This design comes from an exercise in tuning for small area on the open sky130 flow, not from production work. Only simulation tests tie the RTL to the original design; equivalence was not proved. The clock port is modelled as an ideal driver; clocking choices that lean on that would not hold on a real chip. Power is estimated from default activity; no workload was simulated.

**flow/flow/run.sh**
```bash
#!/bin/bash
# Standard ORFS layout, except:
# - the port buffers are the smallest buffer (sky130_fd_sc_hd__buf_1);
# - clock tree synthesis clusters more flip-flops per leaf buffer and adds
#   no dummy loads;
# - the floorplan step does not size gates for timing (with ideal clocks);
#   timing is repaired after clock tree synthesis.
set -euo pipefail
bash standard.sh finish \
  REMOVE_ABC_BUFFERS=1 \
  "BUFFER_PORTS_ARGS=-buffer_cell sky130_fd_sc_hd__buf_1" \
  "CTS_ARGS=-sink_clustering_enable -repair_clock_nets -buf_list sky130_fd_sc_hd__clkbuf_8 -sink_clustering_size 25 -sink_clustering_max_diameter 35 -dont_use_dummy_load" \
  > standard.log 2>&1
```
**flow/standard.sh**
```bash
#!/bin/bash
# synth_recipe.tcl (not shown) runs the flow's synth.tcl, then flattens the netlist and writes it again
# the make line also repeats each setting of config.mk as NAME=value (left out here)
make -C /OpenROAD-flow-scripts/flow DESIGN_CONFIG=/design/flow/config.mk WORK_HOME=/design/flow/orfs CLKGATE_MAP_FILE= SYNTH_SCRIPT=/design/flow/synth_recipe.tcl "${@:-finish}"
```
**flow/config.mk**
```make
export PLATFORM = sky130hd
export DESIGN_NAME = rtlfa32_4
export DESIGN_NICKNAME = rtlfa32_4
export VERILOG_FILES = /design/flow/design.v
export SDC_FILE = /design/flow/constraint.sdc
export NUM_CORES = 4
export LEC_CHECK = 0
export ABC_AREA = 1
export CAP_MARGIN = 20
export CORE_MARGIN = 2
export CORE_UTILIZATION = 60
export SLEW_MARGIN = 20
```
**flow/design.v**
```verilog
module rtlfa32_4(s, cout, a, b, cin, clk);
	input [31:0] a, b;
	input cin, clk;
	output cout;
	output [31:0] s;
	wire [31:0] bs;           
	wire [32:1] k;            
	wire [6:0] bc;            
	assign bs[0] = a[0] ^ b[0] ^ cin;
	assign k[1] = ~((~a[0] & ~b[0]) | (~cin & ~a[0]) | (~b[0] & ~cin));
	assign bs[1] = a[1] ^ b[1] ^ k[1];
	assign k[2] = ~((~a[1] & ~b[1]) | (~k[1] & ~a[1]) | (~b[1] & ~k[1]));
	assign bs[2] = a[2] ^ b[2] ^ k[2];
	assign k[3] = ~((~a[2] & ~b[2]) | (~k[2] & ~a[2]) | (~b[2] & ~k[2]));
	assign bs[3] = a[3] ^ b[3] ^ k[3];
	assign k[4] = ~((~a[3] & ~b[3]) | (~k[3] & ~a[3]) | (~b[3] & ~k[3]));
	assign bc[0] = k[4];
	assign bs[4] = a[4] ^ b[4];
	assign k[5] = a[4] & b[4];
	assign bs[5] = a[5] ^ b[5] ^ k[5];
	assign k[6] = ~((~a[5] & ~b[5]) | (~k[5] & ~a[5]) | (~b[5] & ~k[5]));
	assign bs[6] = a[6] ^ b[6] ^ k[6];
	assign k[7] = ~((~a[6] & ~b[6]) | (~k[6] & ~a[6]) | (~b[6] & ~k[6]));
	assign bs[7] = a[7] ^ b[7] ^ k[7];
	assign k[8] = ~((~a[7] & ~b[7]) | (~k[7] & ~a[7]) | (~b[7] & ~k[7]));
	assign bc[1] = k[8];
	assign bs[8] = a[8] ^ b[8];
	assign k[9] = a[8] & b[8];
	assign bs[9] = a[9] ^ b[9] ^ k[9];
	assign k[10] = ~((~a[9] & ~b[9]) | (~k[9] & ~a[9]) | (~b[9] & ~k[9]));
	assign bs[10] = a[10] ^ b[10] ^ k[10];
	assign k[11] = ~((~a[10] & ~b[10]) | (~k[10] & ~a[10]) | (~b[10] & ~k[10]));
	assign bs[11] = a[11] ^ b[11] ^ k[11];
	assign k[12] = ~((~a[11] & ~b[11]) | (~k[11] & ~a[11]) | (~b[11] & ~k[11]));
	assign bs[12] = a[12] ^ b[12] ^ k[12];
	assign k[13] = ~((~a[12] & ~b[12]) | (~k[12] & ~a[12]) | (~b[12] & ~k[12]));
	assign bc[2] = k[13];
	assign bs[13] = a[13] ^ b[13];
	assign k[14] = a[13] & b[13];
	assign bs[14] = a[14] ^ b[14] ^ k[14];
	assign k[15] = ~((~a[14] & ~b[14]) | (~k[14] & ~a[14]) | (~b[14] & ~k[14]));
	assign bs[15] = a[15] ^ b[15] ^ k[15];
	assign k[16] = ~((~a[15] & ~b[15]) | (~k[15] & ~a[15]) | (~b[15] & ~k[15]));
	assign bs[16] = a[16] ^ b[16] ^ k[16];
	assign k[17] = ~((~a[16] & ~b[16]) | (~k[16] & ~a[16]) | (~b[16] & ~k[16]));
	assign bs[17] = a[17] ^ b[17] ^ k[17];
	assign k[18] = ~((~a[17] & ~b[17]) | (~k[17] & ~a[17]) | (~b[17] & ~k[17]));
	assign bc[3] = k[18];
	assign bs[18] = a[18] ^ b[18];
	assign k[19] = a[18] & b[18];
	assign bs[19] = a[19] ^ b[19] ^ k[19];
	assign k[20] = ~((~a[19] & ~b[19]) | (~k[19] & ~a[19]) | (~b[19] & ~k[19]));
	assign bs[20] = a[20] ^ b[20] ^ k[20];
	assign k[21] = ~((~a[20] & ~b[20]) | (~k[20] & ~a[20]) | (~b[20] & ~k[20]));
	assign bs[21] = a[21] ^ b[21] ^ k[21];
	assign k[22] = ~((~a[21] & ~b[21]) | (~k[21] & ~a[21]) | (~b[21] & ~k[21]));
	assign bs[22] = a[22] ^ b[22] ^ k[22];
	assign k[23] = ~((~a[22] & ~b[22]) | (~k[22] & ~a[22]) | (~b[22] & ~k[22]));
	assign bc[4] = k[23];
	assign bs[23] = a[23] ^ b[23];
	assign k[24] = a[23] & b[23];
	assign bs[24] = a[24] ^ b[24] ^ k[24];
	assign k[25] = ~((~a[24] & ~b[24]) | (~k[24] & ~a[24]) | (~b[24] & ~k[24]));
	assign bs[25] = a[25] ^ b[25] ^ k[25];
	assign k[26] = ~((~a[25] & ~b[25]) | (~k[25] & ~a[25]) | (~b[25] & ~k[25]));
	assign bs[26] = a[26] ^ b[26] ^ k[26];
	assign k[27] = ~((~a[26] & ~b[26]) | (~k[26] & ~a[26]) | (~b[26] & ~k[26]));
	assign bs[27] = a[27] ^ b[27] ^ k[27];
	assign k[28] = ~((~a[27] & ~b[27]) | (~k[27] & ~a[27]) | (~b[27] & ~k[27]));
	assign bc[5] = k[28];
	assign bs[28] = a[28] ^ b[28];
	assign k[29] = a[28] & b[28];
	assign bs[29] = a[29] ^ b[29] ^ k[29];
	assign k[30] = ~((~a[29] & ~b[29]) | (~k[29] & ~a[29]) | (~b[29] & ~k[29]));
	assign bs[30] = a[30] ^ b[30] ^ k[30];
	assign k[31] = ~((~a[30] & ~b[30]) | (~k[30] & ~a[30]) | (~b[30] & ~k[30]));
	assign bs[31] = a[31] ^ b[31] ^ k[31];
	assign k[32] = ~((~a[31] & ~b[31]) | (~k[31] & ~a[31]) | (~b[31] & ~k[31]));
	assign bc[6] = k[32];
	reg [31:0] ps;
	reg [6:0] pc;
	always @(posedge clk) begin
		ps <= bs;
		pc <= bc;
	end
	wire [7:1] ci;
	wire [31:4] t;            
	wire [31:0] rs;
	assign ci[1] = pc[0];
	assign ci[2] = pc[1] | (&ps[7:4] & ci[1]);
	assign ci[3] = pc[2] | (&ps[12:8] & ci[2]);
	assign ci[4] = pc[3] | (&ps[17:13] & ci[3]);
	assign ci[5] = pc[4] | (&ps[22:18] & ci[4]);
	assign ci[6] = pc[5] | (&ps[27:23] & ci[5]);
	assign ci[7] = pc[6] | (&ps[31:28] & ci[6]);
	assign rs[3:0] = ps[3:0];
	assign t[4] = ci[1];
	assign rs[4] = ps[4] ^ t[4];
	assign t[5] = ps[4] & t[4];
	assign rs[5] = ps[5] ^ t[5];
	assign t[6] = ps[5] & t[5];
	assign rs[6] = ps[6] ^ t[6];
	assign t[7] = ps[6] & t[6];
	assign rs[7] = ps[7] ^ t[7];
	assign t[8] = ci[2];
	assign rs[8] = ps[8] ^ t[8];
	assign t[9] = ps[8] & t[8];
	assign rs[9] = ps[9] ^ t[9];
	assign t[10] = ps[9] & t[9];
	assign rs[10] = ps[10] ^ t[10];
	assign t[11] = ps[10] & t[10];
	assign rs[11] = ps[11] ^ t[11];
	assign t[12] = ps[11] & t[11];
	assign rs[12] = ps[12] ^ t[12];
	assign t[13] = ci[3];
	assign rs[13] = ps[13] ^ t[13];
	assign t[14] = ps[13] & t[13];
	assign rs[14] = ps[14] ^ t[14];
	assign t[15] = ps[14] & t[14];
	assign rs[15] = ps[15] ^ t[15];
	assign t[16] = ps[15] & t[15];
	assign rs[16] = ps[16] ^ t[16];
	assign t[17] = ps[16] & t[16];
	assign rs[17] = ps[17] ^ t[17];
	assign t[18] = ci[4];
	assign rs[18] = ps[18] ^ t[18];
	assign t[19] = ps[18] & t[18];
	assign rs[19] = ps[19] ^ t[19];
	assign t[20] = ps[19] & t[19];
	assign rs[20] = ps[20] ^ t[20];
	assign t[21] = ps[20] & t[20];
	assign rs[21] = ps[21] ^ t[21];
	assign t[22] = ps[21] & t[21];
	assign rs[22] = ps[22] ^ t[22];
	assign t[23] = ci[5];
	assign rs[23] = ps[23] ^ t[23];
	assign t[24] = ps[23] & t[23];
	assign rs[24] = ps[24] ^ t[24];
	assign t[25] = ps[24] & t[24];
	assign rs[25] = ps[25] ^ t[25];
	assign t[26] = ps[25] & t[25];
	assign rs[26] = ps[26] ^ t[26];
	assign t[27] = ps[26] & t[26];
	assign rs[27] = ps[27] ^ t[27];
	assign t[28] = ci[6];
	assign rs[28] = ps[28] ^ t[28];
	assign t[29] = ps[28] & t[28];
	assign rs[29] = ps[29] ^ t[29];
	assign t[30] = ps[29] & t[29];
	assign rs[30] = ps[30] ^ t[30];
	assign t[31] = ps[30] & t[30];
	assign rs[31] = ps[31] ^ t[31];
	reg [32:0] r1, r2, r3, r4, r5, r6, r7;
	always @(posedge clk) begin
		r1 <= {ci[7], rs};
		r2 <= r1;
		r3 <= r2;
		r4 <= r3;
		r5 <= r4;
		r6 <= r5;
		r7 <= r6;
	end
	assign {cout, s} = r7;
endmodule
```
**flow/constraint.sdc**
```tcl
create_clock -name core_clock -period 2.0 [get_ports {clk}]
set_input_delay 0.4000 -clock core_clock [delete_from_list [all_inputs] [get_ports {clk}]]
set_output_delay 0.4000 -clock core_clock [all_outputs]
set_load 0.01 [all_outputs]
```
==> summary.md, run 1 <==
## Clock network
• clock buffers created by TritonCTS: 29
• Root Buffer: clkbuf_8
• TritonCTS clock tree: done
• maximum number of buffers from clock root to sink: 3
• number of buffers inserted for hold repair after clock tree synthesis: 0
• clock edge transition at the registers on the reported setup and hold paths: 60 ps
• clock sinks: 270
• H-Tree Level Count: 1
• clock latency on the worst-skew pair: 520 ps

## Synth
• count of mapped cells out of synthesis: 363
• flops & latches, synth: 270
• number of warnings reported in the yosys synthesis log: 1
• Unique masters post-synth: 11
• mapped cell area: 6496 µm²
• sequential share of the synthesized area: 0.8320
• mean cell area of the mapped netlist: 17.90 µm²

## GRT
• maximum number of pins on one net before global-route repair: 20
• initial antenna violation count: 0
• via count of the first global-routing pass: 2703
• overall routing resource usage: 0.1184
• wire length of the first global-routing pass: 11.05 mm
• total congestion overflow: 0

## Place
• half-perimeter wire length after detailed placement: 4.496 mm
• count of input and output buffers: 98
• pre-CTS WS: -414.7 ps
• Placement Cell Area: 7034 µm²
• final estimated routing congestion in global placement: 0.6903

## Setup path
• longest individual stage delay on the worst path: 430 ps
• slowest library cell on the worst path: fa_1
• cell chain of the critical path: buf_1 -> ha_1 -> fa_1 -> fa_1 -> fa_1 -> fa_1
• Reg-to-Reg Start: pc[0]
• Worst Path Arrival: 2280 ps
• worst-case reg-to-reg path depth: 13
• crit path launch type: primary input
• cell family with the largest share of critical-path delay: adder cells
• Critical Path Stages: 6
• category of the critical setup timing path: primary input to register
• dominant cell type by count on the critical path: fa_1
• Data required, critical path: 2390 ps
• sort of element at the end of the critical path: register
• largest fanout of any net on the critical path: 1
• WP buf/inv: 1
• crit path from: a[8]

## Timing
• slew at the pin with the worst max-slew slack: 217.3 ps
• min Tclk post-route: 1895 ps
• fmax: 0.5277 GHz
• share of the cycle needed by the critical path after routing: 0.9475
• Final Max Slew Viols: 0
• relative slew slack: 0.8550
• endpoints failing setup: 0
• final hold violation count: 0
• final setup skew: 50.83 ps
• worst setup margin: 105.0 ps
• Total Negative Setup Slacks: 0 ps

## Hold path
• startpoint of the lowest-slack hold path: b[13]
• cell depth of the worst min-delay path: 2
• type of the worst min-delay path: primary input to register

## Route
• wire length reported by the detailed router: 6.697 mm
• average wire per cell in the routed design: 10.66 µm
• routed vias: 2693
• DRT Pass-1 Iters: 4
• Final ANT Viol Nets: 0
• remaining design rule violation count: 0
• Vias/cell: 4.288
• detailed router's first-iteration violation count: 87

## Power and ir drop
• power density relative to cell area: 1364 nW/µm²
• worst supply voltage drop on vdd: 690.4 µV
• P_leak: 0.003153 µW

## Final layout
• layout cell share with drive strength beyond 1: 0.1057
• fin nets: 614
• antenna fix cells: 0
• post-route standard cell area excluding fillers: 7517 µm²
• most common cell after layout, fill and taps aside: dfxtp_1
• highest-count cells in the layout ignoring fill and taps: dfxtp_1, buf_1, clkbuf_8
• number of fill cells: 722
• share of the core filled with cells in the final layout: 0.7217
• Area growth syn-to-layout: 15.72%

## Run status
• run status: timing/DRC/antenna clean

## Flow run
• count of max-cap constraint violations: 0

## Die
• Top Ports: 99
• site row count: 37
• die outline width: 108.1 µm
• Std-Cell Core Area: 10420 µm²
• starting utilization of the core area: 0.6237
• die height: 108.1 µm
• die area: 11680 µm²

==> synthesized netlist by cell type <==
| cell | count | area (µm²) |
|---|---|---|
| o21bai_2 | 1 | 11.26 |
| nor2_1 | 1 | 3.750 |
| nand2_2 | 8 | 50.05 |
| dfxtp_1 | 270 | 5405 |
| nand3_1 | 5 | 25.02 |
| nand2_1 | 9 | 33.78 |
| xor2_1 | 6 | 52.55 |
| fa_1 | 26 | 520.5 |
| nor2_2 | 4 | 25.02 |
| inv_1 | 5 | 18.77 |
| ha_1 | 28 | 350.3 |
==> through the flow <==
| stage | power, µW | hold WS, ps | cells |
|---|---|---|---|
| 6_report | 10260 | 98.92 | 628 |
| 3_5_place_dp | 7622 | 312.1 | 597 |
| 4_1_cts | 10400 | 66.51 | 626 |
| 2_1_floorplan | 7245 | 309.6 | 363 |
| 3_3_place_gp | 7540 | 309.7 | 597 |
| 5_1_grt | 10830 | 65.59 | 628 |
==> kinds of logic after synthesis <==
family,count (synthesis),synth area share
flip-flops,270,0.8320
adder cells (fa/ha/maj),54,0.1341
AND/OR/NAND/NOR,27,0.02118
XOR/XNOR,6,0.008089
buffers and inverters,5,0.002889
AO/OA/AOI/OAI,1,0.001733
==> worst register-to-register path, stage by stage (launching register included) <==
cell      delay, ps
dfxtp_2         350
nand3_1          90
o21bai_2        230
nand2_2          80
nand2_2          90
nand2_2          50
nand2_2          70
nand2_2          60
nand2_4          80
nand2_2          60
nand2_4          90
ha_4            140
ha_4            120
ha_2            250
==> final cells by class <==
class                      count  area, µm²  area share
inverter                       5      18.77    0.002497
sequential                   270       5406      0.7192
clock buffer                  29      399.1     0.05310
multi-input combinational     88       1140      0.1516
tap                          136      170.2     0.02264
timing repair buffer         100      382.9     0.05093
==> power breakdown <==
part | switching (µW) | internal [µW]
Combinational | 306 | 230
Sequential | 305 | 6660
Clock | 1480 | 1280
Total | 2090 | 8160
==> worst paths after layout <==
| kind | to | slack (ps) |
|---|---|---|
| setup / recovery | ps[12] | 100 |
| hold / removal | ps[13] | 100 |
| setup reg to reg | r1[30] | 100 |
| hold reg to reg | r3[4] | 270 |
==> sequential cells by signal, indices dropped and copies added, names as in the netlist <==
| name | cells |
|---|---|
| r3 | 33 |
| pc | 7 |
| r2 | 33 |
| r5 | 33 |
| r4 | 33 |
| r7 | 33 |
| r6 | 33 |
| ps | 32 |
| r1 | 33 |
==> repair_timing <==
item                                    CTS  global route
setup buffers                             0             2
resized for setup                         0            14
endpoints found under the hold margin     0             0
endpoints found under the setup margin    0             3
==> per-layer routing <==
| layer | GRT usage | up-vias | wire length [µm] |
|---|---|---|---|
| met3 | 0.03737 | 15 | 498 |
| li1 | - | 1381 | - |
| met4 | 0.05403 | 0 | 142 |
| met2 | 0.1891 | 93 | 3100 |
| met1 | 0.1485 | 1204 | 2955 |
| met5 | 0 | - | 0 |
==> run 2, diff against run 1 <==
--- a/flow/flow/run.sh
+++ b/flow/flow/run.sh
@@ -10,4 +10,4 @@
   REMOVE_ABC_BUFFERS=1 \
   "BUFFER_PORTS_ARGS=-buffer_cell sky130_fd_sc_hd__buf_1" \
-  "CTS_ARGS=-sink_clustering_enable -repair_clock_nets -buf_list sky130_fd_sc_hd__clkbuf_8 -sink_clustering_size 25 -sink_clustering_max_diameter 35 -dont_use_dummy_load" \
+  "CTS_ARGS=-sink_clustering_enable -repair_clock_nets -buf_list sky130_fd_sc_hd__clkbuf_8 -sink_clustering_size 22 -sink_clustering_max_diameter 50 -dont_use_dummy_load" \
   > standard.log 2>&1
==> run 2 against run 1 <==
Largest power group unchanged; still clean on timing, DRC and antenna; final area decreased by 3.0%; power decreased by 6.8%; wire length fell by 2.7%; worst hold slack better by 26 ps; critical path type unchanged; sequential share of layout area is 2.2 points higher; non-clock buffer count did not move; via count shrank 2.8%; register-to-register slack about the same; first-iteration DRC count is 2.3% lower; core utilization down 2.1 points; clock power down 25%; count of clock-buffer cells in the layout shrank 13.
==> summary.md, run 2 <==
## Synth
• post-synthesis mux area share: 0
• simple-gate area share of the yosys netlist: 0.02119
• number of warnings reported in the yosys synthesis log: 1
• area share of xor/xnor cells in the synthesized design: 0.008089
• most used flip-flop cell after synthesis: dfxtp_1
• Compound-Gate Fraction of Synth Area: 0.001733
• commonest cells in the netlist: dfxtp_1, ha_1, fa_1
• mapped cell area: 6496 µm²
• adder and majority cell fraction of the synthesized area: 0.1341
• largest area contributor in the synthesized netlist: dfxtp_1
• mean cell area of the mapped netlist: 17.90 µm²
• count leader, synth: dfxtp_1
• Synth top area share: 0.8320
• Unique masters post-synth: 11
• share of async-settable or async-resettable flops after synthesis: 0
• largest family of logic cells by synthesized area: adder cells
• count of mapped cells out of synthesis: 363
• flops & latches, synth: 270
• ranking of synthesized cells by area: dfxtp_1, fa_1, ha_1
• sequential share of the synthesized area: 0.8320
• number of enable flip-flop cells after synthesis: 0

## Clock network
• clock sinks: 270
• TritonCTS clock tree: done
• clock edge transition at the registers on the reported setup and hold paths: 110 ps
• H-Tree Level Count: 1
• number of buffers inserted for hold repair after clock tree synthesis: 0
• maximum number of buffers from clock root to sink: 3
• clock latency on the worst-skew pair: 470 ps
• Root Buffer: clkbuf_8
• clock buffers created by TritonCTS: 16

## Timing
• endpoints failing setup: 0
• slew at the pin with the worst max-slew slack: 219.9 ps
• min Tclk post-route: 1952 ps
• Post-Route Hold Slack: 124.6 ps
• fmax: 0.5122 GHz
• relative slew slack: 0.8533
• Final Max Slew Viols: 0
• final hold violation count: 0
• final setup skew: 34.04 ps
• share of the cycle needed by the critical path after routing: 0.9762

## GRT
• overall routing resource usage: 0.1160
• total congestion overflow: 0
• wire length of the first global-routing pass: 10.84 mm
• initial antenna violation count: 0
• via count of the first global-routing pass: 2571
• maximum number of pins on one net before global-route repair: 23

## Die
• Std-Cell Core Area: 10420 µm²
• starting utilization of the core area: 0.6237
• die outline width: 108.1 µm
• die height: 108.1 µm
• Top Ports: 99
• site row count: 37
• die area: 11680 µm²

## Setup path
• slowest library cell on the worst path: fa_1
• largest fanout of any net on the critical path: 1
• Data required, critical path: 2330 ps
• Worst Path Arrival: 2280 ps
• cell chain of the critical path: buf_1 -> ha_1 -> fa_1 -> fa_1 -> fa_1 -> fa_1
• longest individual stage delay on the worst path: 430 ps
• dominant cell type by count on the critical path: fa_1
• category of the critical setup timing path: primary input to register
• crit path launch type: primary input
• sort of element at the end of the critical path: register

## Route
• average wire per cell in the routed design: 10.59 µm
• DRT Pass-1 Iters: 3
• remaining design rule violation count: 0
• detailed router's first-iteration violation count: 85
• Vias/cell: 4.255
• Final ANT Viol Nets: 0
• routed vias: 2617
• wire length reported by the detailed router: 6.515 mm

## Final layout
• area occupied by multi-input gates: 1095 µm²
• final standard cell count with taps included and fillers excluded: 615
• Area growth syn-to-layout: 12.29%
• fin nets: 601
• layout cell share with drive strength beyond 1: 0.07516
• highest-count cells in the layout ignoring fill and taps: dfxtp_1, buf_1, fa_1
• number of fill cells: 737
• area taken by flip-flops and latches: 5408 µm²
• antenna fix cells: 0
• most common cell after layout, fill and taps aside: dfxtp_1

## Flow run
• count of max-cap constraint violations: 0

## Hold path
• type of the worst min-delay path: primary input to register

## Power and ir drop
• P_leak: 0.003062 µW
• power density relative to cell area: 1310 nW/µm²
• worst supply voltage drop on vdd: 713.8 µV

## Place
• half-perimeter wire length after detailed placement: 4.496 mm
• final estimated routing congestion in global placement: 0.6903
• number of placed instances, taps included: 597
• count of input and output buffers: 98

## Run status
• run status: timing/DRC/antenna clean

-- run 2: critical path, delay by kind of cell --
| kind | cells | cell delay, ps |
|---|---|---|
| fa+ha+maj | 5 | 1800 |
| buf+inv | 1 | 80 |
-- run 2: kinds of logic after synthesis --
logic type	Yosys count
fa+ha+maj	54
compound gates	1
simple gates	27
xor+xnor	6
buf+inv	5
flops	270
-- run 2: path summary, 6_finish.rpt --
check,startpoint,to,slack (ps),depth (start not counted)
worst max-delay path,a[8],ps[12],50,6
worst min-delay path,b[28],ps[28],120,2
worst max register to register,pc[0],r1[31],90,14
worst min register to register,r2[8],r3[8],310,0
-- run 2: per-stage QoR --
stage / util / TNS (ps) / instance area, µm² / power (µW) / worst slack [ps]
after floorplan: - / -1977 / 6496 / 7245 / -260.2
after global placement: 0.6753 / -3195 / 7034 / 7540 / -377.4
after detailed placement: 0.6753 / -3624 / 7034 / 7622 / -414.7
after CTS: 0.6965 / 0 / 7254 / 9700 / 71.88
after global routing: 0.7003 / -35.36 / 7295 / 10110 / -35.36
final: 0.7003 / 0 / 7295 / 9555 / 47.52
-- run 2: cell type report --
cell class | count | area share
clock buffers | 16 | 0.03019
inverters | 5 | 0.002573
well taps | 136 | 0.02333
multi-input cells | 88 | 0.1501
flip-flops and latches | 270 | 0.7413
repair buffers | 100 | 0.05249
-- run 2: power by group --
group / switching, µW / internal [µW]
Sequential: 301 / 6650
Combinational: 301 / 224
Clock: 1350 / 729
-- run 2: what timing repair did --
action | 4_1_cts | 5_1_grt
endpoints found under the setup margin | 0 | 1
buffers inserted | 0 | 2
resized for setup | 0 | 7
endpoints found under the hold margin | 0 | 0
-- run 2: metal layers --
metal / GRT usage / share of wire / up-vias
met5: 0 / 0 / -
met4: 0.03755 / 0.019 / 0
met3: 0.02954 / 0.074 / 15
met2: 0.1909 / 0.46 / 81
met1: 0.1522 / 0.45 / 1170
li1: - / - / 1351
==> run 3, diff against run 2 <==
--- a/flow/config.mk
+++ b/flow/config.mk
@@ -6,5 +6,5 @@
 export NUM_CORES = 4
 export LEC_CHECK = 0
-export ABC_AREA = 1
+export ABC_AREA = 0
 export CAP_MARGIN = 20
 export CORE_MARGIN = 2
==> run 3 against run 2 <==
Wire length is 14% higher; combinational power increased by 17%; die area fell by 0.12%; fmax down 4.5%; global-route usage up 1.2 points; largest power group unchanged; critical path depth up 3; clock skew fell by 13 ps; count of clock-buffer cells in the layout did not move; now fails the layout checks on negative setup slack; final area up 3.2%.
==> summary.md, run 3 <==
## Synth
• number of enable flip-flop cells after synthesis: 0
• number of warnings reported in the yosys synthesis log: 1
• ranking of synthesized cells by area: dfxtp_1, fa_1, ha_1
• area share of xor/xnor cells in the synthesized design: 0.008099
• mean cell area of the mapped netlist: 18.33 µm²
• Unique masters post-synth: 20
• Synth top area share: 0.8330
• flops & latches, synth: 270
• mapped cell area: 6489 µm²
• Compound-Gate Fraction of Synth Area: 0.01061
• largest area contributor in the synthesized netlist: dfxtp_1
• count of mapped cells out of synthesis: 354
• largest family of logic cells by synthesized area: adder cells
• share of async-settable or async-resettable flops after synthesis: 0
• adder and majority cell fraction of the synthesized area: 0.1342
• commonest cells in the netlist: dfxtp_1, ha_1, fa_1
• count leader, synth: dfxtp_1
• simple-gate area share of the yosys netlist: 0.01292
• post-synthesis mux area share: 0
• most used flip-flop cell after synthesis: dfxtp_1
• sequential share of the synthesized area: 0.8330

## Timing
• min Tclk post-route: 2044 ps
• Total Negative Setup Slacks: -44.02 ps
• slew at the pin with the worst max-slew slack: 300.9 ps
• relative slew slack: 0.7994
• setup repair after global routing missed its margin: yes
• final hold violation count: 0
• share of the cycle needed by the critical path after routing: 1.022
• endpoints failing setup: 1
• final setup skew: 21.05 ps
• Final Max Slew Viols: 0
• fmax: 0.4892 GHz
• worst setup margin: -44.02 ps
• Post-Route Hold Slack: 130.8 ps

## Place
• half-perimeter wire length after detailed placement: 5.152 mm
• pre-CTS WS: -468.4 ps
• count of input and output buffers: 98
• final estimated routing congestion in global placement: 0.7625

## Route
• routed vias: 2691
• topmost layer with routed signal wires: met4
• routed length on met3: 518 µm
• DRT Pass-1 Iters: 4
• metal1 wirelength: 3.464 mm
• Final ANT Viol Nets: 0
• detailed router's first-iteration violation count: 87
• average wire per cell in the routed design: 12.12 µm
• WL met2: 3.360 mm
• Vias/cell: 4.376
• wire length reported by the detailed router: 7.456 mm
• remaining design rule violation count: 0

## Clock network
• H-Tree Level Count: 1
• clock buffers created by TritonCTS: 16
• clock sinks: 270
• TritonCTS clock tree: done
• clock latency on the worst-skew pair: 480 ps
• maximum number of buffers from clock root to sink: 3
• number of buffers inserted for hold repair after clock tree synthesis: 0
• clock edge transition at the registers on the reported setup and hold paths: 120 ps
• Root Buffer: clkbuf_8

## Die
• die area: 11660 µm²
• die height: 108.0 µm
• Top Ports: 99
• Std-Cell Core Area: 10420 µm²
• starting utilization of the core area: 0.6229
• die outline width: 108.0 µm
• site row count: 37

## Power and ir drop
• P_leak: 0.003107 µW
• power density relative to cell area: 1289 nW/µm²
• total power: 9705 µW
• worst supply voltage drop on vdd: 713.3 µV

## Final layout
• most common cell after layout, fill and taps aside: dfxtp_1
• layout cell share with drive strength beyond 1: 0.1211
• area taken by flip-flops and latches: 5415 µm²
• number of fill cells: 673
• area occupied by multi-input gates: 1264 µm²
• fin nets: 601
• highest-count cells in the layout ignoring fill and taps: dfxtp_1, buf_1, fa_1
• Area growth syn-to-layout: 16.00%
• antenna fix cells: 0

## GRT
• via count of the first global-routing pass: 2607
• wire length of the first global-routing pass: 11.70 mm
• maximum number of pins on one net before global-route repair: 23
• initial antenna violation count: 0
• overall routing resource usage: 0.1281
• total congestion overflow: 0

## Setup path
• sort of element at the end of the critical path: register
• category of the critical setup timing path: register to register
• crit path launch type: register
• Worst Path Arrival: 2420 ps
• largest fanout of any net on the critical path: 2
• Data required, critical path: 2380 ps

## Run status
• run status: failed layout checks
• causes of the layout check failure: negative setup slack

## Hold path
• type of the worst min-delay path: primary input to register

## Flow run
• count of max-cap constraint violations: 0

-- run 3: cell count changes after synthesis, sizes merged, moves of 2 or more --
cell / previous run / this run
and3: 0 / 5
inv: 5 / 2
nand2: 17 / 0
nand3: 5 / 3
nor2: 5 / 0
or2: 0 / 2
-- run 3: stage by stage --
stage          instances  area [µm²]    util
2_1_floorplan        354        6489       -
3_3_place_gp         598        7102  0.6818
3_5_place_dp         598        7102  0.6818
4_1_cts              614        7445  0.7147
5_1_grt              615        7527  0.7226
6_report             615        7527  0.7226
-- run 3: repair_timing --
action	4_1_cts	5_1_grt
cloned	0	0
hold endpoints to repair	0	0
gates resized for setup	23	17
pin swaps	6	4
setup buffers	0	2
endpoints found under the setup margin	11	8
-- run 3: cell type report --
| class | count | share of cell area |
|---|---|---|
| repair buffers | 109 | 0.05984 |
| well taps | 136 | 0.02261 |
| multi-input cells | 82 | 0.1679 |
| clock buffers | 16 | 0.02926 |
| inverters | 2 | 0.0009973 |
| flip-flops and latches | 270 | 0.7194 |
-- run 3: power by group --
group / internal [µW] / total, µW / switching (µW)
clock network: 729 / 2100 / 1370
logic: 291 / 615 / 324
registers: 6650 / 6990 / 337
total: 7670 / 9710 / 2030
-- run 3: routing by layer --
metal,GRT usage,vias to the layer above
met5,0,-
met4,0.03663,0
met3,0.03134,11
met2,0.2080,87
met1,0.1737,1213
li1,-,1380
-- run 3: cells by family (layout without fill, tap and decap cells) --
logic type / after synthesis / after routing
xor gates and xnor gates: 6 / 6
DFF: 270 / 270
AOI/OAI and AO/OA: 8 / 8
adders and majority gates: 54 / 54
buffers and inverters: 2 / 127
and+or+nand+nor: 14 / 14
-- run 3: worst max-delay path, cell delays in order, from the launching register on --
cell and delay (ps):
dfxtp_2 340, and3_4 170, a311oi_4 270, nor3_2 110, o31a_1 290, ha_2 190
ha_4 160, ha_4 150, ha_4 140, xor2_1 130
-- run 3: worst paths after layout --
check                           endpoint  slack [ps]  startpoint  depth (start not counted)
worst min register to register    r4[18]         320      r3[18]                          0
worst min-delay path              ps[18]         130       b[18]                          2
worst max register to register    r1[27]         -40       ps[4]                          9
worst max-delay path              r1[27]         -40       ps[4]                          9
==> run 4, diff against run 3 <==
--- a/flow/flow/run.sh
+++ b/flow/flow/run.sh
@@ -10,4 +10,4 @@
   REMOVE_ABC_BUFFERS=1 \
   "BUFFER_PORTS_ARGS=-buffer_cell sky130_fd_sc_hd__buf_1" \
-  "CTS_ARGS=-sink_clustering_enable -repair_clock_nets -buf_list sky130_fd_sc_hd__clkbuf_8 -sink_clustering_size 22 -sink_clustering_max_diameter 50 -dont_use_dummy_load" \
+  "CTS_ARGS=-sink_clustering_enable -repair_clock_nets -buf_list sky130_fd_sc_hd__clkbuf_8 -sink_clustering_size 20 -sink_clustering_max_diameter 60 -dont_use_dummy_load" \
   > standard.log 2>&1
--- a/flow/config.mk
+++ b/flow/config.mk
@@ -9,4 +9,4 @@
 export CAP_MARGIN = 20
 export CORE_MARGIN = 2
-export CORE_UTILIZATION = 60
+export CORE_UTILIZATION = 40
 export SLEW_MARGIN = 20
==> run 4 against run 3 <==
The layout still fails its checks (negative setup slack); sequential power is essentially flat; worst hold slack lost 20 ps; die area grew 48%; synthesized cell count is the same; critical path type unchanged; largest cell class unchanged.
==> summary.md, run 4 <==
## Setup path
• Worst Path Arrival: 2450 ps
• Data required, critical path: 2370 ps
• category of the critical setup timing path: register to register
• sort of element at the end of the critical path: register
• crit path launch type: register
• largest fanout of any net on the critical path: 2
• worst-case reg-to-reg path depth: 9

## Place
• number of placed instances, taps included: 680
• half-perimeter wire length after detailed placement: 5.058 mm
• Placement Cell Area: 7217 µm²
• final estimated routing congestion in global placement: 0.7932
• count of input and output buffers: 98

## Synth
• largest area contributor in the synthesized netlist: dfxtp_1
• mean cell area of the mapped netlist: 18.33 µm²
• number of enable flip-flop cells after synthesis: 0
• Unique masters post-synth: 20
• share of async-settable or async-resettable flops after synthesis: 0
• count leader, synth: dfxtp_1
• Synth top area share: 0.8330
• count of mapped cells out of synthesis: 354
• most used flip-flop cell after synthesis: dfxtp_1
• flops & latches, synth: 270
• mapped cell area: 6489 µm²
• commonest cells in the netlist: dfxtp_1, ha_1, fa_1
• ranking of synthesized cells by area: dfxtp_1, fa_1, ha_1
• sequential share of the synthesized area: 0.8330
• number of warnings reported in the yosys synthesis log: 1

## Clock network
• H-Tree Level Count: 1
• Root Buffer: clkbuf_8
• clock buffers created by TritonCTS: 17
• clock sinks: 270
• clock latency on the worst-skew pair: 500 ps
• clock edge transition at the registers on the reported setup and hold paths: 110 ps
• maximum number of buffers from clock root to sink: 3
• number of buffers inserted for hold repair after clock tree synthesis: 0
• TritonCTS clock tree: done

## Die
• Top Ports: 99
• starting utilization of the core area: 0.4085
• site row count: 46
• die height: 131.4 µm
• die outline width: 131.4 µm
• Std-Cell Core Area: 15890 µm²
• die area: 17260 µm²

## Final layout
• number of fill cells: 1437
• layout cell share with drive strength beyond 1: 0.1260
• area taken by flip-flops and latches: 5410 µm²
• Area growth syn-to-layout: 18.40%
• antenna fix cells: 0
• share of the core filled with cells in the final layout: 0.4836
• fin nets: 606
• post-route standard cell area excluding fillers: 7682 µm²
• most common cell after layout, fill and taps aside: dfxtp_1
• final standard cell count with taps included and fillers excluded: 700
• area occupied by multi-input gates: 1276 µm²
• highest-count cells in the layout ignoring fill and taps: dfxtp_1, buf_1, fa_1

## Timing
• share of the cycle needed by the critical path after routing: 1.037
• min Tclk post-route: 2075 ps
• relative slew slack: 0.8133
• endpoints failing setup: 2
• final hold violation count: 0
• Final Max Slew Viols: 0
• fmax: 0.4820 GHz
• worst setup margin: -74.62 ps
• setup repair after global routing missed its margin: yes
• final setup skew: 47.69 ps
• slew at the pin with the worst max-slew slack: 280.1 ps

## Route
• average wire per cell in the routed design: 10.61 µm
• detailed router's first-iteration violation count: 96
• remaining design rule violation count: 0
• Vias/cell: 3.720
• Final ANT Viol Nets: 0
• wire length reported by the detailed router: 7.430 mm
• routed vias: 2604
• DRT Pass-1 Iters: 2

## Power and ir drop
• share of total power in sequential cells: 0.712
• power density relative to cell area: 1275 nW/µm²
• part of the power in the clock network: 0.222
• worst supply voltage drop on vdd: 507.6 µV
• P_leak: 0.003132 µW
• Switch Pwr: 2062 µW
• combinational share of power: 0.065
• proportion of total power due to net switching: 0.2105
• cell-internal power: 7734 µW

## Run status
• run status: failed layout checks
• causes of the layout check failure: negative setup slack

## Hold path
• cell depth of the worst min-delay path: 2
• type of the worst min-delay path: primary input to register

## GRT
• maximum number of pins on one net before global-route repair: 21
• via count of the first global-routing pass: 2769
• wire length of the first global-routing pass: 12.64 mm
• overall routing resource usage: 0.08788
• total congestion overflow: 0
• initial antenna violation count: 0

## Flow run
• count of max-cap constraint violations: 0

-- run 4: repair_timing --
item,in CTS,in global routing
pin swaps,5,2
endpoints found under the setup margin,12,7
resized for setup,25,14
setup buffers,1,3
-- run 4: power by group through the flow --
stage,combinational (µW),clock (µW),sequential (µW)
final,640,2180,6980
after global routing,735,2520,7110
after CTS,617,2320,6990
after detailed placement,576,0,7100
after global placement,541,0,7070
after floorplan,171,0,7070
-- run 4: layout make-up --
type	count	area share
clock buffers	17	0.03046
repair buffers	113	0.06303
inverters	2	0.0009772
well taps	216	0.03518
flip-flops and latches	270	0.7042
multi-input cells	82	0.1661
-- run 4: per-layer routing --
| metal | GRT usage | vias to the layer above | share of wire |
|---|---|---|---|
| met3 | 0.02585 | 11 | 0.070 |
| li1 | - | 1385 | - |
| met5 | 0 | - | 0 |
| met4 | 0.03986 | 0 | 0.020 |
| met2 | 0.1380 | 80 | 0.44 |
| met1 | 0.1127 | 1128 | 0.47 |
-- run 4: cell families (layout without fill, tap and decap cells) --
family | after synthesis | count (layout) | synth area share
flip-flops | 270 | 270 | 0.8330
adder cells (fa/ha/maj) | 54 | 54 | 0.1342
AND/OR/NAND/NOR | 14 | 14 | 0.01292
AO/OA/AOI/OAI | 8 | 8 | 0.01061
XOR/XNOR | 6 | 6 | 0.008099
buffers and inverters | 2 | 132 | 0.001157
-- run 4: final timing paths --
path          start      to  slack (ps)
max           ps[7]  r1[27]         -70
min            b[4]   ps[4]         110
max reg2reg   ps[7]  r1[27]         -70
min reg2reg  r1[19]  r2[19]         310
-- run 4: worst max-delay path: stages, from the launching register on --
cell and delay (ps):
dfxtp_2 340, and3_4 180, a311oi_4 260, nor3_2 90, o31a_1 290, ha_2 190
ha_4 160, ha_4 160, ha_4 150, xor2_1 130
-- run 4: through the flow --
stage / total power, µW / hold slack [ps] / setup slack [ps] / TNS [ps]
after floorplan: 7244 / 309.6 / -260.2 / -2066
after detailed placement: 7676 / 312.1 / -441.7 / -5363
after CTS: 9924 / 76.71 / -91.44 / -231.9
final: 9796 / 110.7 / -74.62 / -105.3
after global routing: 10370 / 79.40 / -139.3 / -363.7
after global placement: 7614 / 309.8 / -374.7 / -4357
==> run 5, diff against run 4 <==
--- a/flow/config.mk
+++ b/flow/config.mk
@@ -6,5 +6,5 @@
 export NUM_CORES = 4
 export LEC_CHECK = 0
-export ABC_AREA = 0
+export ABC_AREA = 1
 export CAP_MARGIN = 20
 export CORE_MARGIN = 2
==> run 5 against run 4 <==
Flip-flop and latch count unchanged; synthesized cell count increased by 2.5%; fmax increased by 7.2%; the run now finishes clean; final cell count decreased by 0.57%; core utilization decreased by 1.8 points; sequential share of layout area increased by 2.8 points; count of clock-buffer cells in the layout unchanged.
==> summary.md, run 5 <==
## Run status
• run status: timing/DRC/antenna clean

## Power and ir drop
• P_leak: 0.003070 µW
• worst supply voltage drop on vdd: 420.4 µV
• total power: 9636 µW
• power density relative to cell area: 1304 nW/µm²

## Setup path
• slowest library cell on the worst path: fa_1
• sort of element at the end of the critical path: register
• worst-case reg-to-reg path depth: 13
• category of the critical setup timing path: primary input to register
• Reg2Reg Setup Slack: 160 ps
• longest individual stage delay on the worst path: 430 ps
• Data required, critical path: 2350 ps
• largest fanout of any net on the critical path: 1
• dominant cell type by count on the critical path: fa_1
• Worst Path Arrival: 2280 ps
• Reg-to-Reg Start: ps[6]
• crit path from: a[18]
• cell chain of the critical path: buf_1 -> ha_1 -> fa_1 -> fa_1 -> fa_1 -> fa_1
• worst reg2reg endpoint: r1[27]
• crit path launch type: primary input
• termination of the worst setup path: ps[22]

## Route
• routed vias: 2578
• wire length reported by the detailed router: 6.971 mm
• Final ANT Viol Nets: 0
• Vias/cell: 3.704
• average wire per cell in the routed design: 10.02 µm
• remaining design rule violation count: 0
• DRT Pass-1 Iters: 2
• detailed router's first-iteration violation count: 83

## GRT
• initial antenna violation count: 0
• met1 routing resource usage after global routing: 0.1044
• maximum number of pins on one net before global-route repair: 21
• most heavily used metal layer in global routing: met2
• met2 Track Usage GR: 0.1341
• total congestion overflow: 0
• fraction of met3 tracks used by global routing: 0.02353
• wire length of the first global-routing pass: 12.03 mm
• overall routing resource usage: 0.08408
• via count of the first global-routing pass: 2720

## Clock network
• TritonCTS clock tree: done
• clock edge transition at the registers on the reported setup and hold paths: 110 ps
• H-Tree Level Count: 1
• clock buffers created by TritonCTS: 17
• number of buffers inserted for hold repair after clock tree synthesis: 0
• clock latency on the worst-skew pair: 490 ps
• clock sinks: 270
• Root Buffer: clkbuf_8
• maximum number of buffers from clock root to sink: 3

## Timing
• fmax: 0.5166 GHz
• share of the cycle needed by the critical path after routing: 0.9679
• final hold violation count: 0
• relative slew slack: 0.8903
• slew at the pin with the worst max-slew slack: 164.4 ps
• final setup skew: 34.80 ps
• endpoints failing setup: 0
• Final Max Slew Viols: 0
• min Tclk post-route: 1936 ps
• worst setup margin: 64.20 ps

## Place
• pre-CTS WS: -424.3 ps
• count of input and output buffers: 98
• half-perimeter wire length after detailed placement: 4.854 mm
• number of placed instances, taps included: 677
• final estimated routing congestion in global placement: 0.7292

## Die
• die area: 17280 µm²
• die outline width: 131.4 µm
• Top Ports: 99
• starting utilization of the core area: 0.4089
• site row count: 46
• Std-Cell Core Area: 15890 µm²
• die height: 131.4 µm

## Flow run
• count of max-cap constraint violations: 0

## Final layout
• layout cell share with drive strength beyond 1: 0.07500
• area occupied by multi-input gates: 1075 µm²
• antenna fix cells: 0
• number of fill cells: 1444
• area taken by flip-flops and latches: 5409 µm²
• Area growth syn-to-layout: 13.75%
• fin nets: 602
• most common cell after layout, fill and taps aside: dfxtp_1
• highest-count cells in the layout ignoring fill and taps: dfxtp_1, buf_1, ha_1
• final standard cell count with taps included and fillers excluded: 696

## Synth
• largest area contributor in the synthesized netlist: dfxtp_1
• flops & latches, synth: 270
• number of warnings reported in the yosys synthesis log: 1
• Unique masters post-synth: 11
• share of async-settable or async-resettable flops after synthesis: 0
• mean cell area of the mapped netlist: 17.90 µm²
• ranking of synthesized cells by area: dfxtp_1, fa_1, ha_1
• Synth top area share: 0.8320
• count of mapped cells out of synthesis: 363
• commonest cells in the netlist: dfxtp_1, ha_1, fa_1
• mapped cell area: 6496 µm²
• number of enable flip-flop cells after synthesis: 0
• sequential share of the synthesized area: 0.8320
• count leader, synth: dfxtp_1
• most used flip-flop cell after synthesis: dfxtp_1

## Hold path
• type of the worst min-delay path: primary input to register

[run 5: changes by cell type in the layout (fill, tap and decap cells not counted), moves of 8 or more]
cell     before  now
nand2_2       0    8
ha_1         13   27
ha_4         10    0
buf_4        14    2
nand2_1       0    9
[run 5: timing repair]
action | 4_1_cts | 5_1_grt
buffers inserted | 0 | 2
resized for setup | 0 | 4
endpoints found under the setup margin | 0 | 3
[run 5: critical path, delay by kind of cell]
kind       cells  cell delay, ps
buf+inv        1              70
fa+ha+maj      5            1800
[run 5: cells by family (layout without fill, tap and decap cells)]
| logic type | Yosys count | after routing | share of synthesized area |
|---|---|---|---|
| and+or+nand+nor | 27 | 27 | 0.02118 |
| DFF | 270 | 270 | 0.8320 |
| AOI/OAI and AO/OA | 1 | 1 | 0.001733 |
| xor gates and xnor gates | 6 | 6 | 0.008089 |
| buffers and inverters | 5 | 122 | 0.002889 |
| adders and majority gates | 54 | 54 | 0.1341 |
[run 5: worst min-delay path by stage]
stage | start | to | cells past startpoint
6_report | b[13] | ps[13] | 2
5_1_grt | b[13] | ps[13] | 2
4_1_cts | b[13] | ps[13] | 2
3_5_place_dp | r1[14] | r2[14] | 0
3_3_place_gp | r3[30] | r4[30] | 0
2_1_floorplan | ps[0] | r1[0] | 0
[run 5: final cells by class]
class / count / area share
flip-flops and latches: 270 / 0.7320
multi-input cells: 88 / 0.1454
repair buffers: 100 / 0.05181
well taps: 216 / 0.03657
clock buffers: 17 / 0.03166
inverters: 5 / 0.002540
[run 5: through the flow]
stage	area, µm²	hold slack [ps]	util	setup TNS, ps
after floorplan	6496	309.6	-	-1977
after global placement	7134	309.5	0.4491	-3102
after detailed placement	7134	312.1	0.4491	-3841
after CTS	7368	79.68	0.4638	0
after global routing	7390	95.63	0.4652	-8.145
final	7390	122.2	0.4652	0
[run 5: where the power goes]
group          internal, µW  total [µW]  switching (µW)
registers              6650        6940             295
logic                   223         523             300
clock network           773        2170            1400
[run 5: routing by layer]
layer / part of all wire / vias to the layer above
met5: 0 / -
met4: 0.034 / 0
met3: 0.066 / 22
met2: 0.45 / 83
met1: 0.45 / 1118
li1: - / 1355
==> run 6, diff against run 5 <==
--- a/flow/config.mk
+++ b/flow/config.mk
@@ -10,3 +10,4 @@
 export CORE_MARGIN = 2
 export CORE_UTILIZATION = 40
+export PLACE_DENSITY = 0.8
 export SLEW_MARGIN = 20
==> run 6 against run 5 <==
Still clean on timing, DRC and antenna; synthesized area did not move; non-clock buffer count fell by 2; setup slack worse by 20 ps; core utilization is essentially flat; final area about the same; critical path depth unchanged; fmax decreased by 1.0%; clock power up 2%; power rose by 0.73%; die area did not move; first-iteration DRC count grew 28%; largest cell class unchanged.
==> summary.md, run 6 <==
## Run status
• run status: timing/DRC/antenna clean

## Final layout
• final standard cell count with taps included and fillers excluded: 695
• highest-count cells in the layout ignoring fill and taps: dfxtp_1, buf_1, ha_1
• layout cell share with drive strength beyond 1: 0.06681
• antenna fix cells: 0
• fin nets: 601
• Area growth syn-to-layout: 13.67%
• most common cell after layout, fill and taps aside: dfxtp_1

## Power and ir drop
• power density relative to cell area: 1314 nW/µm²
• worst supply voltage drop on vdd: 420.6 µV
• P_leak: 0.003068 µW
• total power: 9707 µW

## Route
• routed vias: 2602
• Vias/cell: 3.744
• remaining design rule violation count: 0
• Final ANT Viol Nets: 0
• DRT Pass-1 Iters: 4
• wire length reported by the detailed router: 7.543 mm
• detailed router's first-iteration violation count: 106
• average wire per cell in the routed design: 10.85 µm

## Timing
• final hold violation count: 0
• slew at the pin with the worst max-slew slack: 165.7 ps
• final setup skew: 42.82 ps
• endpoints failing setup: 0
• setup repair after global routing missed its margin: no
• relative slew slack: 0.8895
• share of the cycle needed by the critical path after routing: 0.9781
• min Tclk post-route: 1956 ps
• Final Max Slew Viols: 0
• worst setup margin: 43.77 ps
• fmax: 0.5112 GHz

## Setup path
• largest fanout of any net on the critical path: 1
• category of the critical setup timing path: primary input to register
• termination of the worst setup path: ps[22]
• Critical Path Stages: 6
• Reg2Reg Setup Slack: 180 ps
• Data required, critical path: 2350 ps
• crit path launch type: primary input
• worst-case reg-to-reg path depth: 13
• WP buf/inv: 1
• longest individual stage delay on the worst path: 440 ps
• slowest library cell on the worst path: fa_1
• crit path from: a[18]
• sort of element at the end of the critical path: register
• cell family with the largest share of critical-path delay: adder cells
• worst reg2reg endpoint: r1[27]
• Reg-to-Reg Start: ps[5]
• dominant cell type by count on the critical path: fa_1
• cell chain of the critical path: buf_1 -> ha_1 -> fa_1 -> fa_1 -> fa_1 -> fa_1
• Worst Path Arrival: 2310 ps

## Synth
• sequential share of the synthesized area: 0.8320
• mapped cell area: 6496 µm²
• Unique masters post-synth: 11
• largest area contributor in the synthesized netlist: dfxtp_1
• share of async-settable or async-resettable flops after synthesis: 0
• mean cell area of the mapped netlist: 17.90 µm²
• number of enable flip-flop cells after synthesis: 0
• count of mapped cells out of synthesis: 363
• flops & latches, synth: 270
• commonest cells in the netlist: dfxtp_1, ha_1, fa_1
• Synth top area share: 0.8320
• most used flip-flop cell after synthesis: dfxtp_1
• ranking of synthesized cells by area: dfxtp_1, fa_1, ha_1
• count leader, synth: dfxtp_1
• number of warnings reported in the yosys synthesis log: 1

## Place
• count of input and output buffers: 98
• half-perimeter wire length after detailed placement: 5.496 mm
• final estimated routing congestion in global placement: 0.7597
• pre-CTS WS: -462.0 ps
• number of placed instances, taps included: 677

## Die
• die area: 17280 µm²
• die outline width: 131.4 µm
• Std-Cell Core Area: 15890 µm²
• Top Ports: 99
• starting utilization of the core area: 0.4089
• site row count: 46
• die height: 131.4 µm

## Hold path
• cell depth of the worst min-delay path: 2
• type of the worst min-delay path: primary input to register

## GRT
• via count of the first global-routing pass: 2834
• wire length of the first global-routing pass: 12.57 mm
• maximum number of pins on one net before global-route repair: 21
• total congestion overflow: 0
• overall routing resource usage: 0.08856
• initial antenna violation count: 0

## Clock network
• clock sinks: 270
• clock buffers created by TritonCTS: 18
• H-Tree Level Count: 1
• clock edge transition at the registers on the reported setup and hold paths: 100 ps
• number of buffers inserted for hold repair after clock tree synthesis: 0
• maximum number of buffers from clock root to sink: 3
• TritonCTS clock tree: done
• clock latency on the worst-skew pair: 500 ps
• Root Buffer: clkbuf_8

## Flow run
• count of max-cap constraint violations: 0

## run 6: cell types whose count changed in the layout (fill, tap and decap cells not counted)
cell      previous run  this run
buf_4                2         0
clkbuf_8            17        18
dfxtp_1            267       270
dfxtp_2              3         0
fa_1                26        25
fa_2                 0         1
ha_1                27        28
ha_2                 1         0
## run 6: cells by family (layout without fill, tap and decap cells)
kind of cell | count (synthesis) | in the layout | share of synthesized area
DFF | 270 | 270 | 0.8320
adders and majority gates | 54 | 54 | 0.1341
and+or+nand+nor | 27 | 27 | 0.02118
xor gates and xnor gates | 6 | 6 | 0.008089
buffers and inverters | 5 | 121 | 0.002889
AOI/OAI and AO/OA | 1 | 1 | 0.001733
## run 6: worst min path at each step
stage                from     end  slack, ps
floorplan           ps[0]   r1[0]        310
global placement    r5[3]   r6[3]        310
detailed placement  r1[0]   r2[0]        310
CTS                 b[23]  ps[23]        110
global route        b[13]  ps[13]        110
finish               a[8]   ps[8]        140
## run 6: per-stage QoR
stage / TNS, ps / hold slack [ps] / area (µm²) / util
after floorplan: -1977 / 309.6 / 6496 / -
after global placement: -3073 / 309.8 / 7134 / 0.4491
after detailed placement: -4040 / 312.1 / 7134 / 0.4491
after CTS: 0 / 111.8 / 7382 / 0.4647
after global routing: 0 / 110.0 / 7385 / 0.4649
final: 0 / 138.6 / 7385 / 0.4649
## run 6: cell type report
cell class                      instances  area [µm²]
Clock buffer                           18       247.7
Fill cell                            1416        8501
Inverter                                5       18.77
Multi-Input combinational cell         88        1075
Sequential cell                       270        5405
Tap cell                              216       270.3
Timing Repair Buffer                   98       367.9
## run 6: worst reg2reg max path, cell delays in order (launching register included)
cell,delay (ps)
dfxtp_1,340
nand2_1,80
o21bai_2,90
nand2_2,80
nand2_2,60
nand2_2,60
nand2_2,60
nand2_2,60
nand2_2,70
ha_1,180
ha_1,180
ha_1,180
ha_1,180
xor2_1,140
## run 6: metal layers
metal  wire length (µm)  track usage
met1               3271      0.09937
met2               3568       0.1530
met3                388      0.01968
met4                315      0.05495
met5                  0            0
## run 6: timing repair
item	CTS	global route
setup buffers	0	0
setup endpoints to repair	0	1
resized for setup	0	1
## run 6: where the power goes
group,switching [µW],internal (µW)
Combinational,307,219
Sequential,318,6650
Clock,1400,816
==> run 7, diff against run 6 <==
--- a/flow/flow/run.sh
+++ b/flow/flow/run.sh
@@ -5,8 +5,11 @@
 #   no dummy loads;
 # - the floorplan step does not size gates for timing (with ideal clocks);
-#   timing is repaired after clock tree synthesis.
+#   timing is repaired after clock tree synthesis;
+# - after global routing, gates on paths with slack are downsized
+#   (RECOVER_POWER).
 set -euo pipefail
 bash standard.sh finish \
   REMOVE_ABC_BUFFERS=1 \
+  RECOVER_POWER=100 \
   "BUFFER_PORTS_ARGS=-buffer_cell sky130_fd_sc_hd__buf_1" \
   "CTS_ARGS=-sink_clustering_enable -repair_clock_nets -buf_list sky130_fd_sc_hd__clkbuf_8 -sink_clustering_size 20 -sink_clustering_max_diameter 60 -dont_use_dummy_load" \
--- a/flow/config.mk
+++ b/flow/config.mk
@@ -10,4 +10,3 @@
 export CORE_MARGIN = 2
 export CORE_UTILIZATION = 40
-export PLACE_DENSITY = 0.8
 export SLEW_MARGIN = 20
==> run 7 against run 6 <==
Sequential power hardly changed; via count is 0.92% lower; final cell count is 0.14% higher; power is 0.73% lower; highest routed layer unchanged.
==> summary.md, run 7 <==
## Final layout
• fin nets: 602
• Area growth syn-to-layout: 13.75%
• layout cell share with drive strength beyond 1: 0.07500
• highest-count cells in the layout ignoring fill and taps: dfxtp_1, buf_1, ha_1
• most common cell after layout, fill and taps aside: dfxtp_1
• antenna fix cells: 0

## Setup path
• WP buf/inv: 1
• slowest library cell on the worst path: fa_1
• largest fanout of any net on the critical path: 1
• sort of element at the end of the critical path: register
• category of the critical setup timing path: primary input to register
• cell chain of the critical path: buf_1 -> ha_1 -> fa_1 -> fa_1 -> fa_1 -> fa_1
• longest individual stage delay on the worst path: 430 ps
• crit path launch type: primary input
• dominant cell type by count on the critical path: fa_1
• cell family with the largest share of critical-path delay: adder cells
• Worst Path Arrival: 2280 ps
• Data required, critical path: 2350 ps

## Power and ir drop
• P_leak: 0.003070 µW
• worst supply voltage drop on vdd: 420.4 µV
• total power: 9636 µW
• power density relative to cell area: 1304 nW/µm²

## Synth
• count leader, synth: dfxtp_1
• most used flip-flop cell after synthesis: dfxtp_1
• flops & latches, synth: 270
• mapped cell area: 6496 µm²
• Unique masters post-synth: 11
• sequential share of the synthesized area: 0.8320
• ranking of synthesized cells by area: dfxtp_1, fa_1, ha_1
• share of async-settable or async-resettable flops after synthesis: 0
• largest area contributor in the synthesized netlist: dfxtp_1
• commonest cells in the netlist: dfxtp_1, ha_1, fa_1
• number of enable flip-flop cells after synthesis: 0
• mean cell area of the mapped netlist: 17.90 µm²
• number of warnings reported in the yosys synthesis log: 1
• Synth top area share: 0.8320
• count of mapped cells out of synthesis: 363

## Route
• DRT Pass-1 Iters: 2
• wire length reported by the detailed router: 6.971 mm
• Final ANT Viol Nets: 0
• detailed router's first-iteration violation count: 83
• remaining design rule violation count: 0
• routed vias: 2578
• average wire per cell in the routed design: 10.02 µm
• Vias/cell: 3.704

## Flow run
• count of max-cap constraint violations: 0

## Clock network
• Root Buffer: clkbuf_8
• clock sinks: 270
• maximum number of buffers from clock root to sink: 3
• number of buffers inserted for hold repair after clock tree synthesis: 0
• clock latency on the worst-skew pair: 490 ps
• H-Tree Level Count: 1
• clock edge transition at the registers on the reported setup and hold paths: 110 ps
• TritonCTS clock tree: done
• clock buffers created by TritonCTS: 17

## Timing
• fmax: 0.5166 GHz
• worst setup margin: 64.20 ps
• final hold violation count: 0
• min Tclk post-route: 1936 ps
• endpoints failing setup: 0
• share of the cycle needed by the critical path after routing: 0.9679
• final setup skew: 34.80 ps
• relative slew slack: 0.8903
• Final Max Slew Viols: 0
• slew at the pin with the worst max-slew slack: 164.4 ps

## GRT
• maximum number of pins on one net before global-route repair: 21
• via count of the first global-routing pass: 2720
• total congestion overflow: 0
• overall routing resource usage: 0.08408
• wire length of the first global-routing pass: 12.03 mm
• initial antenna violation count: 0

## Die
• Std-Cell Core Area: 15890 µm²
• site row count: 46
• Top Ports: 99
• die height: 131.4 µm
• die outline width: 131.4 µm
• die area: 17280 µm²
• starting utilization of the core area: 0.4089

## Run status
• run status: timing/DRC/antenna clean

## Hold path
• type of the worst min-delay path: primary input to register

## Place
• half-perimeter wire length after detailed placement: 4.854 mm
• pre-CTS WS: -424.3 ps
• count of input and output buffers: 98
• final estimated routing congestion in global placement: 0.7292

run 7: cell counts after synthesis:
No cell type changed its count.
run 7: through the flow:
stage	std cells	hold slack, ps	area [µm²]	setup TNS (ps)	util
after floorplan	363	309.6	6496	-1977	-
after global placement	677	309.5	7134	-3102	0.4491
after detailed placement	677	312.1	7134	-3841	0.4491
after CTS	694	79.68	7368	0	0.4638
after global routing	696	95.63	7390	-8.145	0.4652
final	696	122.2	7390	0	0.4652
run 7: timing repair:
item	CTS	global route
gates resized for setup	0	4
hold endpoints to repair	0	0
setup endpoints to repair	0	3
buffers inserted	0	2
run 7: cells by family (layout without fill, tap and decap cells):
logic type                 count (synthesis)  count (layout)  share of synthesized area
DFF                                      270             270                     0.8320
adders and majority gates                 54              54                     0.1341
and+or+nand+nor                           27              27                    0.02118
xor gates and xnor gates                   6               6                   0.008089
buffers and inverters                      5             122                   0.002889
AOI/OAI and AO/OA                          1               1                   0.001733
run 7: area by class of cell:
cell class                 count  area (µm²)
sequential                   270        5409
fill                        1444        8496
tap                          216       270.3
inverter                       5       18.77
timing repair buffer         100       382.9
multi-input combinational     88        1075
clock buffer                  17       234.0
run 7: path summary, 6_finish.rpt:
kind          start      to  slack, ps  depth (start not counted)
max           a[18]  ps[22]         60                          6
min           b[13]  ps[13]        120                          2
max reg2reg   ps[6]  r1[27]        160                         13
min reg2reg  r1[10]  r2[10]        310                          0
run 7: routing by layer:
layer / up-vias / routed length, µm / GRT usage
met2: 83 / 3107 / 0.1341
met4: 0 / 234 / 0.04348
li1: 1355 / - / -
met3: 22 / 459 / 0.02353
met1: 1118 / 3169 / 0.1044
met5: - / 0 / 0
run 7: report_power, final:
part           switching (µW)  total [µW]  internal [µW]
Sequential                295        6940           6650
Clock                    1400        2170            773
Combinational             300         523            223
==> run 8, diff against run 7 <==
==> flow/flow/run.sh (replaced) <==
#!/bin/bash
# Standard ORFS layout, except:
# - the port buffers are the smallest buffer (sky130_fd_sc_hd__buf_1);
# - clock tree synthesis clusters more flip-flops per leaf buffer and adds
#   no dummy loads;
# - the floorplan step does not size gates for timing (with ideal clocks);
#   timing is repaired after clock tree synthesis.
set -euo pipefail
bash standard.sh finish \
  REMOVE_ABC_BUFFERS=1 \
  "BUFFER_PORTS_ARGS=-buffer_cell sky130_fd_sc_hd__buf_1" \
  "CTS_ARGS=-sink_clustering_enable -repair_clock_nets -buf_list sky130_fd_sc_hd__clkbuf_8 -sink_clustering_size 24 -sink_clustering_max_diameter 40 -dont_use_dummy_load" \
  > standard.log 2>&1
--- a/flow/config.mk
+++ b/flow/config.mk
@@ -9,4 +9,4 @@
 export CAP_MARGIN = 20
 export CORE_MARGIN = 2
-export CORE_UTILIZATION = 40
+export CORE_UTILIZATION = 60
 export SLEW_MARGIN = 20
==> run 8 against run 7 <==
Core utilization increased by 25 points; final cell count is 11% lower; critical path type unchanged; highest routed layer unchanged; clock skew is 21 ps higher; wire length shrank 5.1%; sequential power barely moved; non-clock buffer count did not move; critical path depth unchanged; flip-flop and latch count stayed put; synthesized area is the same; still clean on timing, DRC and antenna; first-iteration DRC count increased by 3.6%; count of clock-buffer cells in the layout increased by 4; die area is 32% lower.
==> summary.md, run 8 <==
## Final layout
• share of the core filled with cells in the final layout: 0.7121
• most common cell after layout, fill and taps aside: dfxtp_1
• number of fill cells: 726
• Area growth syn-to-layout: 14.18%
• layout cell share with drive strength beyond 1: 0.09091
• antenna fix cells: 0
• area taken by flip-flops and latches: 5406 µm²
• fin nets: 606
• highest-count cells in the layout ignoring fill and taps: dfxtp_1, buf_1, fa_1
• area occupied by multi-input gates: 1150 µm²

## Synth
• largest area contributor in the synthesized netlist: dfxtp_1
• most used flip-flop cell after synthesis: dfxtp_1
• mapped cell area: 6496 µm²
• share of async-settable or async-resettable flops after synthesis: 0
• commonest cells in the netlist: dfxtp_1, ha_1, fa_1
• count leader, synth: dfxtp_1
• sequential share of the synthesized area: 0.8320
• Unique masters post-synth: 11
• number of enable flip-flop cells after synthesis: 0
• flops & latches, synth: 270
• mean cell area of the mapped netlist: 17.90 µm²
• ranking of synthesized cells by area: dfxtp_1, fa_1, ha_1
• Synth top area share: 0.8320
• count of mapped cells out of synthesis: 363
• number of warnings reported in the yosys synthesis log: 1

## Timing
• slew at the pin with the worst max-slew slack: 216.7 ps
• worst setup margin: 81.91 ps
• relative slew slack: 0.8554
• final hold violation count: 0
• min Tclk post-route: 1918 ps
• Final Max Slew Viols: 0
• endpoints failing setup: 0
• final setup skew: 55.62 ps
• share of the cycle needed by the critical path after routing: 0.9590
• fmax: 0.5214 GHz
• setup repair after global routing missed its margin: yes

## Power and ir drop
• combinational share of power: 0.054
• total power: 9849 µW
• part of the power in the clock network: 0.239
• worst supply voltage drop on vdd: 654.3 µV
• Switch Pwr: 2027 µW
• proportion of total power due to net switching: 0.2058
• P_leak: 0.003097 µW
• cell-internal power: 7822 µW
• share of total power in sequential cells: 0.706
• power density relative to cell area: 1328 nW/µm²

## Route
• routed vias: 2663
• DRT Pass-1 Iters: 3
• remaining design rule violation count: 0
• average wire per cell in the routed design: 10.67 µm
• detailed router's first-iteration violation count: 86
• Final ANT Viol Nets: 0
• wire length reported by the detailed router: 6.615 mm
• Vias/cell: 4.295

## Place
• pre-CTS WS: -414.7 ps
• final estimated routing congestion in global placement: 0.6903
• count of input and output buffers: 98
• half-perimeter wire length after detailed placement: 4.496 mm

## Setup path
• Worst Path Arrival: 2280 ps
• longest individual stage delay on the worst path: 430 ps
• cell chain of the critical path: buf_1 -> ha_1 -> fa_1 -> fa_1 -> fa_1 -> fa_1
• category of the critical setup timing path: primary input to register
• Data required, critical path: 2360 ps
• slowest library cell on the worst path: fa_1
• crit path launch type: primary input
• largest fanout of any net on the critical path: 1
• dominant cell type by count on the critical path: fa_1
• sort of element at the end of the critical path: register

## GRT
• initial antenna violation count: 0
• via count of the first global-routing pass: 2616
• total congestion overflow: 0
• maximum number of pins on one net before global-route repair: 23
• wire length of the first global-routing pass: 10.98 mm
• overall routing resource usage: 0.1175

## Die
• die outline width: 108.1 µm
• Top Ports: 99
• die height: 108.1 µm
• starting utilization of the core area: 0.6237
• Std-Cell Core Area: 10420 µm²
• site row count: 37
• die area: 11680 µm²

## Clock network
• clock buffers created by TritonCTS: 21
• maximum number of buffers from clock root to sink: 3
• clock sinks: 270
• TritonCTS clock tree: done
• Root Buffer: clkbuf_8
• clock edge transition at the registers on the reported setup and hold paths: 70 ps
• H-Tree Level Count: 1
• clock latency on the worst-skew pair: 510 ps
• number of buffers inserted for hold repair after clock tree synthesis: 0

## Flow run
• count of max-cap constraint violations: 0

## Hold path
• type of the worst min-delay path: primary input to register

## Run status
• run status: timing/DRC/antenna clean

==> run 8: per-stage QoR <==
stage / std cells / hold WS (ps) / TNS (ps) / instance area, µm²
3_5_place_dp: 597 / 312.1 / -3624 / 7034
2_1_floorplan: 363 / 309.6 / -1977 / 6496
4_1_cts: 618 / 96.19 / 0 / 7323
3_3_place_gp: 597 / 309.7 / -3195 / 7034
6_report: 620 / 125.0 / 0 / 7417
5_1_grt: 620 / 82.42 / -50.05 / 7417
==> run 8: worst max-delay path, delay by kind of cell <==
kind | cells | cell delay (ps)
buffers and inverters | 1 | 80
adder cells (fa/ha/maj) | 5 | 1800
==> run 8: area by class of cell <==
cell class,instances,share of cell area
flip-flops and latches,270,0.7289
multi-input cells,88,0.1550
repair buffers,100,0.05162
clock buffers,21,0.03897
well taps,136,0.02294
inverters,5,0.002530
==> run 8: cell families after synthesis <==
family,Yosys count,share of synthesized area
compound gates,1,0.001733
simple gates,27,0.02118
fa+ha+maj,54,0.1341
xor+xnor,6,0.008089
buf+inv,5,0.002889
flops,270,0.8320
==> run 8: final timing paths <==
| check | from | endpoint | slack [ps] | cells after the start |
|---|---|---|---|---|
| setup reg to reg | pc[0] | r1[31] | 90 | 14 |
| hold reg to reg | r1[5] | r2[5] | 270 | 0 |
| setup / recovery | a[8] | ps[12] | 80 | 6 |
| hold / removal | b[13] | ps[13] | 130 | 2 |
==> run 8: per-layer routing <==
layer	GRT usage	wire, µm	vias up
met5	0	0	-
met4	0.04579	181	0
met3	0.03556	558	15
met2	0.1914	2967	87
met1	0.1485	2907	1195
li1	-	-	1366
==> run 8: power by group through the flow <==
stage,sequential (µW),combinational (µW),clock (µW)
after floorplan,7070,178,0
after global placement,7030,509,0
after detailed placement,7100,525,0
after CTS,6970,531,2470
after global routing,7090,631,2690
final,6960,536,2360
==> run 8: what timing repair did <==
| action | CTS | global route |
|---|---|---|
| setup endpoints to repair | 0 | 4 |
| buffers inserted | 0 | 2 |
| resized for setup | 0 | 15 |

port drivers added, routing unchanged:
No port has a modelled driver above. Below, the same layouts with a new extraction and two added sets of constraints.
Step 1, drivers: a clkbuf_16 drives clk and a buf_2 each remaining input, both assumed.
Step 2 times the ports against the registers' clock, not the clock port: input delays grow and output delays shrink by t, the midpoint of the rising clock arrivals with the driver on.
Three values: ideal, step 1, step 2; two values: the first two.
| run | t, ns | setup slack, ns | hold WS [ns] | worst setup path at the end | clock arrival spread, ns |
|---|---|---|---|---|---|
| run 1 | 0.528 | 0.105 / 0.113 / -0.413 | 0.099 / 0.092 / 0.270 | input to register | 0.051 / 0.051 |
| run 2 | 0.487 | 0.048 / 0.058 / -0.429 | 0.125 / 0.119 / 0.312 | input to register | 0.036 / 0.035 |
| run 3 | 0.500 | -0.044 / -0.044 / -0.464 | 0.131 / 0.122 / 0.318 | input to register | 0.022 / 0.021 |
| run 4 | 0.514 | -0.075 / -0.075 / -0.416 | 0.111 / 0.101 / 0.310 | input to register | 0.054 / 0.053 |
| run 5 | 0.506 | 0.064 / 0.074 / -0.432 | 0.122 / 0.113 / 0.310 | input to register | 0.035 / 0.035 |
| run 6 | 0.508 | 0.044 / 0.055 / -0.452 | 0.139 / 0.132 / 0.304 | input to register | 0.045 / 0.045 |
| run 7 | 0.506 | 0.064 / 0.074 / -0.432 | 0.122 / 0.113 / 0.310 | input to register | 0.035 / 0.035 |
| run 8 | 0.514 | 0.082 / 0.089 / -0.422 | 0.125 / 0.118 / 0.275 | input to register | 0.063 / 0.063 |
Met with ideal ports but missed after step 2: setup timing in 6 of these runs. The setup slack of run 1, which loses most, moves by +0.008 ns with the drivers and by -0.518 ns with both steps.
